Source: an optimization exercise on an open RTL-to-GDS flow (aim: small area, a short achievable clock period and few clock cycles per item). Production flows keep margins and buffers that such runs may drop. Where RTL was checked, it was by simulation tests only, not by an equivalence proof against the original.

## mdu_top
module mdu_top(
  input  logic        clk,
  input  logic        rst,
  input  logic        mdu_in_valid,
  input  logic [2:0]  funct3,
  input  logic [31:0] mdu_in_1,
  input  logic [31:0] mdu_in_2,
  input  logic        cpu_busy,
  output logic [31:0] mdu_out,
  output logic        mdu_out_valid,
  output logic        mdu_busy,
  output logic        exception
);
  logic s_pend, s_mul, s_mcor, s_norm, s_div, s_dfix;
  logic vld;
  logic busy;
  logic [33:0] a;       
  logic [32:0] h;       
  logic [31:0] l;       
  logic        bp;      
  logic [5:0]  cnt;     
  logic [2:0]  op;
  logic        nneg;    
  logic        dneg;    
  logic        dzr;     
  logic        exc;
  logic [5:0]  nclz;    
  logic [5:0]  dclz;    
  logic        c_h, c_l, c_inv, c_b1, c_b2, c_binv, c_ci;
  logic        c_d1, c_d2, c_dinv;    
  assign mdu_out       = h[31:0];
  assign mdu_out_valid = vld;
  assign mdu_busy      = busy;
  assign exception     = exc;
  wire accept = mdu_in_valid & ~busy;
  wire div_signed = ~op[0];
  wire [36:0] a37 = {{3{a[33]}}, a};
  logic [36:0] add_a, add_b, add_c, cs_s, cs_c, sum;
  logic        sum_lsb;
  always_comb begin
    add_a = ({37{c_h}} & {{4{h[32]}}, h}) |
            ({37{c_l}} & {5'd0, l});
    add_a = add_a ^ {37{c_inv}};
    add_b = (({37{c_b1}} & a37) | ({37{c_b2}} & {a37[35:0], 1'b0})) ^ {37{c_binv}};
  ...
Size in the first run: ~110 I/O pins, about 17,000 um2 of cells after synthesis.
Settings: LEC_CHECK=0, ABC_AREA=1, CAP_MARGIN=40, CORE_MARGIN=2, CORE_UTILIZATION=40, CTS_BUF_LIST=sky130_fd_sc_hd__clkbuf_4 sky130_fd_sc_hd__clkbuf_8, PLACE_DENSITY=0.7, SLEW_MARGIN=20; clock period 10.0 ns.
standard.sh (not shown) runs the stock make flow with config.mk's settings and CLKGATE_MAP_FILE= SYNTH_SCRIPT=/design/flow/synth_recipe.tcl, a recipe that flattens the netlist after the stock synthesis.
==> flow/flow/run.sh <==
#!/bin/bash
# Standard ORFS layout with two changes to how it is made (the SDC is unchanged):
# - the port buffers that ORFS inserts at placement are plain buffers (buf_2)
#   instead of the delay cells buffer_ports picks by default;
# - the resizer is asked for extra setup margin (flow/margin.txt, in ns) so it
#   also repairs timing below the 10 ns constraint.
set -euo pipefail
MARGIN=$(cat flow/margin.txt)
bash standard.sh synth > synth.log 2>&1
bash standard.sh "BUFFER_PORTS_ARGS=-buffer_cell sky130_fd_sc_hd__buf_2" \
  "SETUP_SLACK_MARGIN=$MARGIN" finish > layout.log 2>&1
==> flow/flow/margin.txt <==
6
Testbench counts at the start, summed over its fixed seeds: cycles 18,533, ops 2,400.
==> next run, changes <==
==> flow/flow/margin.txt (replaced) <==
5.5
ABC_AREA = default   (was 1)
CTS_BUF_LIST = default   (was sky130_fd_sc_hd__clkbuf_4 sky130_fd_sc_hd__clkbuf_8)
PLACE_DENSITY = default   (was 0.7)
Outcome: The changed run passed the timing, design-rule and antenna checks; global-route usage falls by 1.5 points; hold slack is better by 0.047 ns; wire length shrinks by about 12%; setup slack degrades by 0.59 ns.

---

The RTL this note starts from:
==> flow/design.v <==
module mdu_top(
  input  logic        clk,
  input  logic        rst,
  input  logic        mdu_in_valid,
  input  logic [2:0]  funct3,
  input  logic [31:0] mdu_in_1,
  input  logic [31:0] mdu_in_2,
  input  logic        cpu_busy,
  output logic [31:0] mdu_out,
  output logic        mdu_out_valid,
  output logic        mdu_busy,
  output logic        exception
);
  logic s_pend, s_mul, s_mcor, s_norm, s_div, s_dfix;
  logic vld;
  logic busy;
  logic [33:0] a;       
  logic [32:0] h;       
  logic [31:0] l;       
  logic        bp;      
  logic [5:0]  cnt;     
  logic [2:0]  op;
  logic        nneg;    
  logic        dneg;    
  logic        dzr;     
  logic        exc;
  logic        c_h, c_l, c_inv, c_b1, c_b2, c_binv, c_ci;
  logic        c_d1, c_d2, c_dinv;    
  assign mdu_out       = h[31:0];
  assign mdu_out_valid = vld;
  assign mdu_busy      = busy;
  assign exception     = exc;
  wire accept = mdu_in_valid & ~busy;
  wire div_signed = ~op[0];
  wire [36:0] a37 = {{3{a[33]}}, a};
  logic [36:0] add_a, add_b, add_c, cs_s, cs_c, sum;
  logic        sum_lsb;
  always_comb begin
    add_a = ({37{c_h}} & {{4{h[32]}}, h}) |
            ({37{c_l}} & {5'd0, l});
    add_a = add_a ^ {37{c_inv}};
    add_b = (({37{c_b1}} & a37) | ({37{c_b2}} & {a37[35:0], 1'b0})) ^ {37{c_binv}};
    add_c = (({37{c_d1}} & {a37[34:0], 2'b0}) | ({37{c_d2}} & {a37[33:0], 3'b0})) ^ {37{c_dinv}};
    cs_s = add_a ^ add_b ^ add_c;
    cs_c = {(add_a[35:0] & add_b[35:0]) | (add_a[35:0] & add_c[35:0]) | (add_b[35:0] & add_c[35:0]), c_ci};
    {sum, sum_lsb} = {cs_s, 1'b1} + {cs_c, c_dinv};
  end
  function automatic logic [5:0] clz32(input logic [31:0] x);
    logic [15:0] z1; logic [15:0] c1;
    logic [7:0]  z2; logic [1:0] c2 [8];
    logic [3:0]  z3; logic [2:0] c3 [4];
    logic [1:0]  z4; logic [3:0] c4 [2];
    logic        z5; logic [4:0] c5;
    for (int i = 0; i < 16; i++) begin
      z1[i] = ~(x[2*i+1] | x[2*i]);
      c1[i] = ~x[2*i+1];
    end
    for (int i = 0; i < 8; i++) begin
      z2[i] = z1[2*i+1] & z1[2*i];
      c2[i] = z1[2*i+1] ? {1'b1, c1[2*i]} : {1'b0, c1[2*i+1]};
    end
    for (int i = 0; i < 4; i++) begin
      z3[i] = z2[2*i+1] & z2[2*i];
      c3[i] = z2[2*i+1] ? {1'b1, c2[2*i]} : {1'b0, c2[2*i+1]};
    end
    for (int i = 0; i < 2; i++) begin
      z4[i] = z3[2*i+1] & z3[2*i];
      c4[i] = z3[2*i+1] ? {1'b1, c3[2*i]} : {1'b0, c3[2*i+1]};
    end
    z5 = z4[1] & z4[0];
    c5 = z4[1] ? {1'b1, c4[0]} : {1'b0, c4[1]};
    clz32 = z5 ? 6'd32 : {1'b0, c5};
  endfunction
  wire [5:0] nclz = clz32(l ^ {32{nneg}});
  wire [5:0] dclz0 = clz32(a[31:0] ^ {32{dneg}});
  wire [5:0] dclz = dclz0[5] ? 6'd31 : dclz0;
  wire [6:0] kdiff = {1'b0, dclz} - {1'b0, nclz} + {6'd0, nneg};    
  wire [4:0] k = kdiff[4:0];
  wire [33:0] a_sh = a << k;
  wire ovf = dneg & (&a) & (l == 32'h80000000);
  wire q = ~sum[36];
  wire last_mul = (cnt[3:0] == 4'd1);
  wire last_div = (cnt == 6'd1);
  wire op_mulhu = (op[1:0] == 2'd3);
  wire fix_inv = div_signed & (op[1] ? nneg : (nneg ^ dneg));
  function automatic logic [2:0] booth(input logic b2, input logic b1, input logic b0);
    booth[0] = b1 ^ b0;
    booth[1] = (b2 & ~b1 & ~b0) | (~b2 & b1 & b0);
    booth[2] = b2 & ~(b1 & b0);
  endfunction
  wire go = accept & ~(vld & cpu_busy);           
  wire resume = s_pend & ~cpu_busy;
  wire norm_fix = dzr | kdiff[6];                 
  wire need_fix = dzr | fix_inv;                  
  logic n_mul, n_mcor, n_norm, n_div, n_dfix, n_pend;
  always_comb begin
    n_pend = (accept & vld & cpu_busy) | (s_pend & cpu_busy);
    n_mul  = (go & ~funct3[2]) | (resume & ~op[2]) | (s_mul & ~last_mul);
    n_mcor = s_mul & last_mul & op_mulhu & nneg;
    n_norm = (go & funct3[2]) | (resume & op[2]);
    n_div  = (s_norm & ~norm_fix) | (s_div & ~last_div);
    n_dfix = ((s_norm & norm_fix) | (s_div & last_div)) & need_fix;
  end
  logic [2:0] bn, bn2;
  always_comb begin
    if (!busy) begin
      bn  = booth(mdu_in_1[1], mdu_in_1[0], 1'b0);
      bn2 = booth(mdu_in_1[3], mdu_in_1[2], mdu_in_1[1]);
    end else if (s_pend) begin
      bn  = booth(l[1], l[0], 1'b0);
      bn2 = booth(l[3], l[2], l[1]);
    end else begin
      bn  = booth(l[5], l[4], l[3]);
      bn2 = booth(l[7], l[6], l[5]);
    end
  end
  wire nneg_n = busy ? nneg : (mdu_in_1[31] & ~funct3[0]);
  always_ff @(posedge clk or posedge rst) begin
    if (rst) begin
      s_pend <= 1'b0; s_mul <= 1'b0; s_mcor <= 1'b0;
      s_norm <= 1'b0; s_div <= 1'b0; s_dfix <= 1'b0;
      vld  <= 1'b0;
      busy <= 1'b0;
    end else begin
      s_pend <= n_pend; s_mul <= n_mul; s_mcor <= n_mcor;
      s_norm <= n_norm; s_div <= n_div; s_dfix <= n_dfix;
      busy <= n_pend | n_mul | n_mcor | n_norm | n_div | n_dfix;
      if ((s_mul & ~n_mul & ~n_mcor) | s_mcor | s_dfix |
          (((s_norm & norm_fix) | (s_div & last_div)) & ~need_fix)) vld <= 1'b1;
      else if (~cpu_busy & (~busy | s_pend))             vld <= 1'b0;
    end
  end
  always_ff @(posedge clk) begin
    c_h    <= (s_mul & n_mul) | n_mcor | n_div | (n_dfix & ~dzr & op[1]);
    c_l    <= n_norm | (n_dfix & (dzr ? op[1] : ~op[1]));
    c_inv  <= (n_norm & nneg_n) | (n_dfix & (dzr ? ~op[1] : fix_inv));
    c_b1   <= (n_mul & bn[0]) | n_mcor | n_div;
    c_b2   <= n_mul & bn[1];
    c_binv <= (n_mul & bn[2]) | (n_div & ~dneg);
    c_d1   <= n_mul & bn2[0];
    c_d2   <= n_mul & bn2[1];
    c_dinv <= n_mul & bn2[2];
    c_ci   <= (n_mul & bn[2]) | (n_div & ~dneg) | (n_norm & nneg_n) |
              (n_dfix & ~dzr & fix_inv);
  end
  always_ff @(posedge clk) begin
    if (!busy) begin
      l    <= mdu_in_1;
      a    <= {{2{mdu_in_2[31] & (funct3[2] ? ~funct3[0] : ~funct3[1])}}, mdu_in_2};
      op   <= funct3;
      nneg <= mdu_in_1[31] & (~funct3[0] | ~funct3[2]);
      dneg <= mdu_in_2[31] & ~funct3[0];
      dzr  <= (mdu_in_2 == 32'd0);
      bp   <= 1'b0;
      cnt  <= 6'd8;
    end
    if (s_mul) begin
      exc <= 1'b0;
      bp  <= l[3];
      l   <= {sum[3:0], l[31:4]};
      cnt <= cnt - 6'd1;
      if (last_mul && op[1:0] == 2'b00) h <= {1'b0, sum[3:0], l[31:4]};
      else                              h <= sum[36:4];
    end
    if (s_mcor) h <= sum[32:0];
    if (s_norm) begin
      exc <= dzr | ovf;
      h   <= {1'b0, sum[31:0]} & {33{~(kdiff[6] & ~op[1] & ~need_fix)}};
      if (!dzr) l <= 32'd0;
      a   <= a_sh;
      cnt <= {1'b0, k} + 6'd1;
    end
    if (s_div) begin
      if (last_div && !op[1] && !need_fix) h <= {1'b0, l[30:0], q};
      else if (q) h <= sum[32:0];
      l   <= {l[30:0], q};
      a   <= {a[33], a[33:1]};
      cnt <= cnt - 6'd1;
    end
    if (s_dfix) h <= sum[32:0];
  end
endmodule
clock: 10.0 ns
lec_check: 0
cap_margin: 20
core_margin: 2
core_utilization: 40
slew_margin: 20
==> flow/flow/run.sh <==
#!/bin/bash
# Standard ORFS layout, with the resizer asked for extra setup margin so that
# it repairs timing below the 10 ns constraint. The SDC is left unchanged.
set -euo pipefail
MARGIN=$(cat flow/margin.txt)
bash standard.sh synth > synth.log 2>&1
bash standard.sh SETUP_SLACK_MARGIN=$MARGIN finish > layout.log 2>&1
==> flow/flow/margin.txt <==
6
Rerun with:
==> flow/run.sh (new file) <==
#!/bin/bash
# synth_recipe.tcl (not shown) runs the flow's synth.tcl, then flattens the netlist and writes it again
# the make line also repeats each setting of config.mk as NAME=value (left out here)
make -C /OpenROAD-flow-scripts/flow DESIGN_CONFIG=/design/flow/config.mk WORK_HOME=/design/flow/orfs CLKGATE_MAP_FILE= SYNTH_SCRIPT=/design/flow/synth_recipe.tcl finish
removed: flow/flow/run.sh
removed: flow/flow/margin.txt
removed: flow/standard.sh
After rerunning:
- The new run passed the timing, design-rule and antenna checks
- cell area fell by 13%
- flip-flop and latch count is unchanged
- routed wire length fell by 11%
- area after synthesis does not change
- cell count fell by 5.0%
- clock skew barely changes
- critical path depth fell by 3
- synthesized cell count stays the same
- clock-buffer cell count is unchanged
- first-iteration DRC count fell by 15%
No run of this note included a check of the RTL's function; only the layout flow was run.

[what the ideal ports hide]
The results above use ideal ports. As a check the final layouts listed here were re-extracted and re-timed, cells and wires unchanged. Step 1 (the two cells are an assumption about what drives the block):
set clk [get_ports {clk}]
set_driving_cell -lib_cell sky130_fd_sc_hd__clkbuf_16 $clk
set_driving_cell -lib_cell sky130_fd_sc_hd__buf_2 [delete_from_list [all_inputs] $clk]
Step 2 also shifts input and output timing later by t, the mid clock arrival at the registers, as if the neighbouring blocks saw the same clock. Three values: no drivers, after step 1, after step 2; two values: the first two.
run	t (ns)	setup WS [ns]	latest minus earliest clock arrival (ns)	worst register clock-pin slew, ns	worst slew at a driven data input, ns
the first run of note 1	0.556	6.127 / 6.127 / 5.635	0.023 / 0.024	0.10 / 0.10	0.04
the second run of note 1	0.505	5.538 / 5.538 / 5.197	0.018 / 0.018	0.07 / 0.07	0.04
the first run of note 2	0.516	4.896 / 4.896 / 4.896	0.014 / 0.013	0.08 / 0.08	0.07
the second run of note 2	0.517	3.999 / 3.999 / 3.999	0.014 / 0.014	0.07 / 0.07	0.06
After both steps every run listed still meets setup and hold. The setup slack of the first run of note 1, which loses most, moves by 0.000 ns with the drivers and by -0.492 ns with both steps.
